Context: an optimization exercise on an open-source flow, tuned for small area, a short achievable clock period and few clock cycles. The choices shown serve that exercise and are no tape-out recipe.
Where RTL was checked, it was by simulation tests only, not by an equivalence proof against the original.
Power and IR drop assume default switching activity.

Setup of P:
==> module SME, before the edit <==
module SME(clk,reset,chardata,isstring,ispattern,valid,match,match_index);
  input clk;
  input reset;
  input [7:0] chardata;
  input isstring;
  input ispattern;
  output match;
  output [4:0] match_index;
  output valid;
  reg match;
  reg [4:0] match_index;
  reg valid;
  reg [7:0] s [0:31];        
  reg [5:0] len;             
  reg       prev_str;        
  reg [31:0] eq_r;           
  reg        v_r;            
  reg        dol_r, star_r, shift_r, car_r;
  reg [32:0] D;              
  reg [4:0]  off;            
  reg        star_seen;
  reg [4:0]  start0;         
  integer k, j;
  wire newstr = isstring & ~prev_str;
  always @(posedge clk) begin
    if (isstring) begin
      for (k = 0; k < 31; k = k + 1) s[k] <= s[k+1];
      s[31] <= chardata;
      len <= newstr ? 6'd1 : len + 6'd1;
    end
  end
  reg [31:0] occ;
  always @(*)
    for (k = 0; k < 32; k = k + 1)
      occ[k] = ({1'b0, k[5:0]} + {1'b0, len}) >= 7'd32;
  wire is_dot  = (chardata == ".");
  wire is_dol  = (chardata == "$");
  wire is_star = (chardata == "*");
  wire is_car  = (chardata == "^");
  wire first = ispattern & ~v_r;    
  wire need = ~(is_dot | is_star);    
  wire [7:0] cmp = {chardata[7], chardata[6] & ~is_car, chardata[5] | is_car,
                    chardata[4:3] & {2{~is_car}}, chardata[2] & ~(is_car | is_dol),
                    chardata[1] & ~is_car, chardata[0]};
  always @(posedge clk) begin
    for (k = 0; k < 32; k = k + 1) eq_r[k] <= (s[k] == cmp) | ~need;
    dol_r   <= is_dol;
    star_r  <= is_star;
    car_r   <= is_car;
    shift_r <= ~(is_dol | is_star | is_car);
  end
  always @(posedge clk or posedge reset) begin
    if (reset) begin
      prev_str <= 1'b0;
      v_r <= 1'b0;
      valid <= 1'b0;
    end else begin
      prev_str <= isstring;
      v_r <= ispattern;
      valid <= v_r & ~ispattern;
    end
  end
  reg [32:0] X, Dn;
  reg [32:0] pre [0:6];
  always @(*) begin
    X[31:0] = D[31:0] & eq_r;
    X[32]   = D[32] & ~shift_r;
    pre[0] = D;                   
    for (j = 0; j < 6; j = j + 1)
      for (k = 0; k < 33; k = k + 1)
        pre[j+1][k] = ((k >> j) & 1) ? (pre[j][k] | pre[j][((k >> j) << j) - 1]) : pre[j][k];
    Dn = X;
    if (shift_r) Dn = {X[31:0], 1'b0};
    if (star_r)  Dn = pre[6];
    if (car_r)
      begin Dn[0] = D[0]; for (k = 1; k < 33; k = k + 1) Dn[k] = D[k] & (~D[k-1] | eq_r[k-1]); end
  end
  function [3:0] vtab(input [2:0] p, input [2:0] o);
    case (o)
      3'd0: vtab = {1'b0, p};
      3'd1: vtab = {1'b0, p} + 4'd1;
      3'd2: vtab = {1'b0, p} + 4'd2;
      3'd3: vtab = {1'b0, p} + 4'd3;
      3'd4: vtab = {1'b0, p} + 4'd4;
      3'd5: vtab = {1'b0, p} + 4'd5;
      3'd6: vtab = {1'b0, p} + 4'd6;
      default: vtab = {1'b0, p} + 4'd7;
    endcase
  endfunction
  function [1:0] htab(input [1:0] p, input [1:0] o);
    case (o)
      2'd0: htab = p;
      2'd1: htab = p + 2'd1;
      2'd2: htab = p + 2'd2;
      default: htab = p + 2'd3;
    endcase
  endfunction
  reg [3:0] V [0:7];
  reg [1:0] h0 [0:3], h1 [0:3];
  reg [7:0] xb, H;
  reg [3:0] any;
  reg [3:0] sb;
  reg [4:0] idxb [0:3];
  always @(*) begin
    for (k = 0; k < 8; k = k + 1) V[k] = vtab(k[2:0], off[2:0]);
    for (j = 0; j < 4; j = j + 1) begin
      h0[j] = htab(j[1:0], off[4:3]);
      h1[j] = htab(j[1:0] + 2'd1, off[4:3]);
    end
    for (j = 0; j < 4; j = j + 1) begin
      xb = X[8*j +: 8];
      any[j] = |xb;
      H = xb & ~{xb[6:0] | {xb[5:0], 1'b0} | {xb[4:0], 2'b0} | {xb[3:0], 3'b0} |
                 {xb[2:0], 4'b0} | {xb[1:0], 5'b0} | {xb[0], 6'b0}, 1'b0};
      sb = ({4{H[0]}} & V[0]) | ({4{H[1]}} & V[1]) | ({4{H[2]}} & V[2]) | ({4{H[3]}} & V[3]) |
           ({4{H[4]}} & V[4]) | ({4{H[5]}} & V[5]) | ({4{H[6]}} & V[6]) | ({4{H[7]}} & V[7]);
      idxb[j] = {sb[3] ? h1[j] : h0[j], sb[2:0]};
    end
  end
  wire [4:0] idx_now = any[0] ? idxb[0] : any[1] ? idxb[1] : any[2] ? idxb[2] :
                       any[3] ? idxb[3] : off;
  always @(posedge clk) begin
    D <= first ? {1'b0, occ} : Dn;
    off <= first ? len[4:0] : off - {4'd0, shift_r};
    star_seen <= ~first & (star_seen | star_r);
    if (star_r) start0 <= idx_now;
    match <= |X;
    match_index <= star_seen ? start0 : idx_now;
  end
endmodule
export LEC_CHECK = 0
export ABC_CLOCK_PERIOD_IN_PS = 2800
export CAP_MARGIN = 20
export CORE_MARGIN = 2
export CORE_UTILIZATION = 40
export CTS_BUF_LIST = sky130_fd_sc_hd__clkbuf_16
export CTS_CLUSTER_DIAMETER = 80
export CTS_CLUSTER_SIZE = 25
export SETUP_SLACK_MARGIN = 3.8
export SLEW_MARGIN = 20
export BUFFER_PORTS_ARGS = -buffer_cell sky130_fd_sc_hd__buf_4
create_clock -name core_clock -period 6.2 [get_ports {clk}]
standard.sh (not shown) runs the stock make flow with config.mk's settings and CLKGATE_MAP_FILE= SYNTH_SCRIPT=/design/flow/synth_recipe.tcl, a recipe that flattens the netlist after the stock synthesis.
==> flow/flow/run.sh <==
#!/bin/bash
# The standard layout (standard.sh, unchanged synthesis and steps), with the
# port buffers made of buf_4 cells instead of the slow delay buffers that
# buffer_ports picks on its own.
set -euo pipefail
echo 'export BUFFER_PORTS_ARGS = -buffer_cell sky130_fd_sc_hd__buf_4' >> config.mk
bash standard.sh > standard.log 2>&1
> inputs changed (P -> Q)
diff --git a/flow/design.v b/flow/design.v
--- a/flow/design.v
+++ b/flow/design.v
@@ -65,7 +65,7 @@
   always @(*) begin
     X[31:0] = D[31:0] & eq_r;
     X[32]   = D[32] & ~shift_r;
-    pre[0] = D;                   
+    pre[0] = X;
     for (j = 0; j < 6; j = j + 1)
       for (k = 0; k < 33; k = k + 1)
         pre[j+1][k] = ((k >> j) & 1) ? (pre[j][k] | pre[j][((k >> j) << j) - 1]) : pre[j][k];
@@ -75,26 +75,6 @@
     if (car_r)
       begin Dn[0] = D[0]; for (k = 1; k < 33; k = k + 1) Dn[k] = D[k] & (~D[k-1] | eq_r[k-1]); end
   end
-  function [3:0] vtab(input [2:0] p, input [2:0] o);
-    case (o)
-      3'd0: vtab = {1'b0, p};
-      3'd1: vtab = {1'b0, p} + 4'd1;
-      3'd2: vtab = {1'b0, p} + 4'd2;
-      3'd3: vtab = {1'b0, p} + 4'd3;
-      3'd4: vtab = {1'b0, p} + 4'd4;
-      3'd5: vtab = {1'b0, p} + 4'd5;
-      3'd6: vtab = {1'b0, p} + 4'd6;
-      default: vtab = {1'b0, p} + 4'd7;
-    endcase
-  endfunction
-  function [1:0] htab(input [1:0] p, input [1:0] o);
-    case (o)
-      2'd0: htab = p;
-      2'd1: htab = p + 2'd1;
-      2'd2: htab = p + 2'd2;
-      default: htab = p + 2'd3;
-    endcase
-  endfunction
   reg [3:0] V [0:7];
   reg [1:0] h0 [0:3], h1 [0:3];
   reg [7:0] xb, H;
@@ -102,10 +82,10 @@
   reg [3:0] sb;
   reg [4:0] idxb [0:3];
   always @(*) begin
-    for (k = 0; k < 8; k = k + 1) V[k] = vtab(k[2:0], off[2:0]);
+    for (k = 0; k < 8; k = k + 1) V[k] = k[3:0] + {1'b0, off[2:0]};
     for (j = 0; j < 4; j = j + 1) begin
-      h0[j] = htab(j[1:0], off[4:3]);
-      h1[j] = htab(j[1:0] + 2'd1, off[4:3]);
+      h0[j] = off[4:3] + j[1:0];
+      h1[j] = off[4:3] + j[1:0] + 2'd1;
     end
     for (j = 0; j < 4; j = j + 1) begin
       xb = X[8*j +: 8];
## What came out
- The final worst hold slack of Q is higher than that of P.
- Looking at arrival time at the worst endpoint across Q and P, the one that comes out higher is P.
- Taking P as the reference, in Q sequential cell area in the final layout neither gained nor lost much, area of combinational cells with multiple inputs saw a decrease.
- Diff P -> Q | number of inverters outside the clock class in the layout | down by more than 10%
- Taking P as the reference, in Q die area decreased about 1%; total met2 wirelength after detailed routing decreased about 11%.
- Between P and Q, the number of enable flip-flop cells after synthesis figures differ only marginally.
- Between Q and P, the cell area does not differ in any meaningful way.
- Clock network power share: P vs Q, no meaningful difference
- Q vs P — minimum period implied by the final worst setup slack dropped 0.37 ns.
Testbench counts of Q, summed over its fixed seeds: cycles 16,721.
For P, only the layout was checked, not whether the RTL still works.

afterwards: timing with drivers on the ports:
The results above use ideal ports. As a check the final layouts listed here were re-extracted and re-timed, cells and wires unchanged.
Step 1 sets driving cells, clkbuf_16 on the clock port and buf_2 on the other inputs (assumed; they add their load-dependent delay and slew).
Step 2 also shifts input and output timing later by t, the mid clock arrival at the registers, as if the neighbouring blocks saw the same clock.
Slacks: no drivers / after step 1 / after step 2; pairs: no drivers / after step 1.
| run | t, ns | setup slack, ns | worst hold slack (ns) | worst setup path at the end |
|---|---|---|---|---|
| P | 0.601 | 3.332 / 3.332 / 3.086 | 0.465 / 0.465 / 0.465 | input to register |
| Q | 0.602 | 3.702 / 3.702 / 3.155 | 0.478 / 0.478 / 0.478 | input to register |
After both steps every run listed still meets setup and hold. The setup slack of Q, which loses most, moves by 0.000 ns with the drivers and by -0.547 ns with both steps.
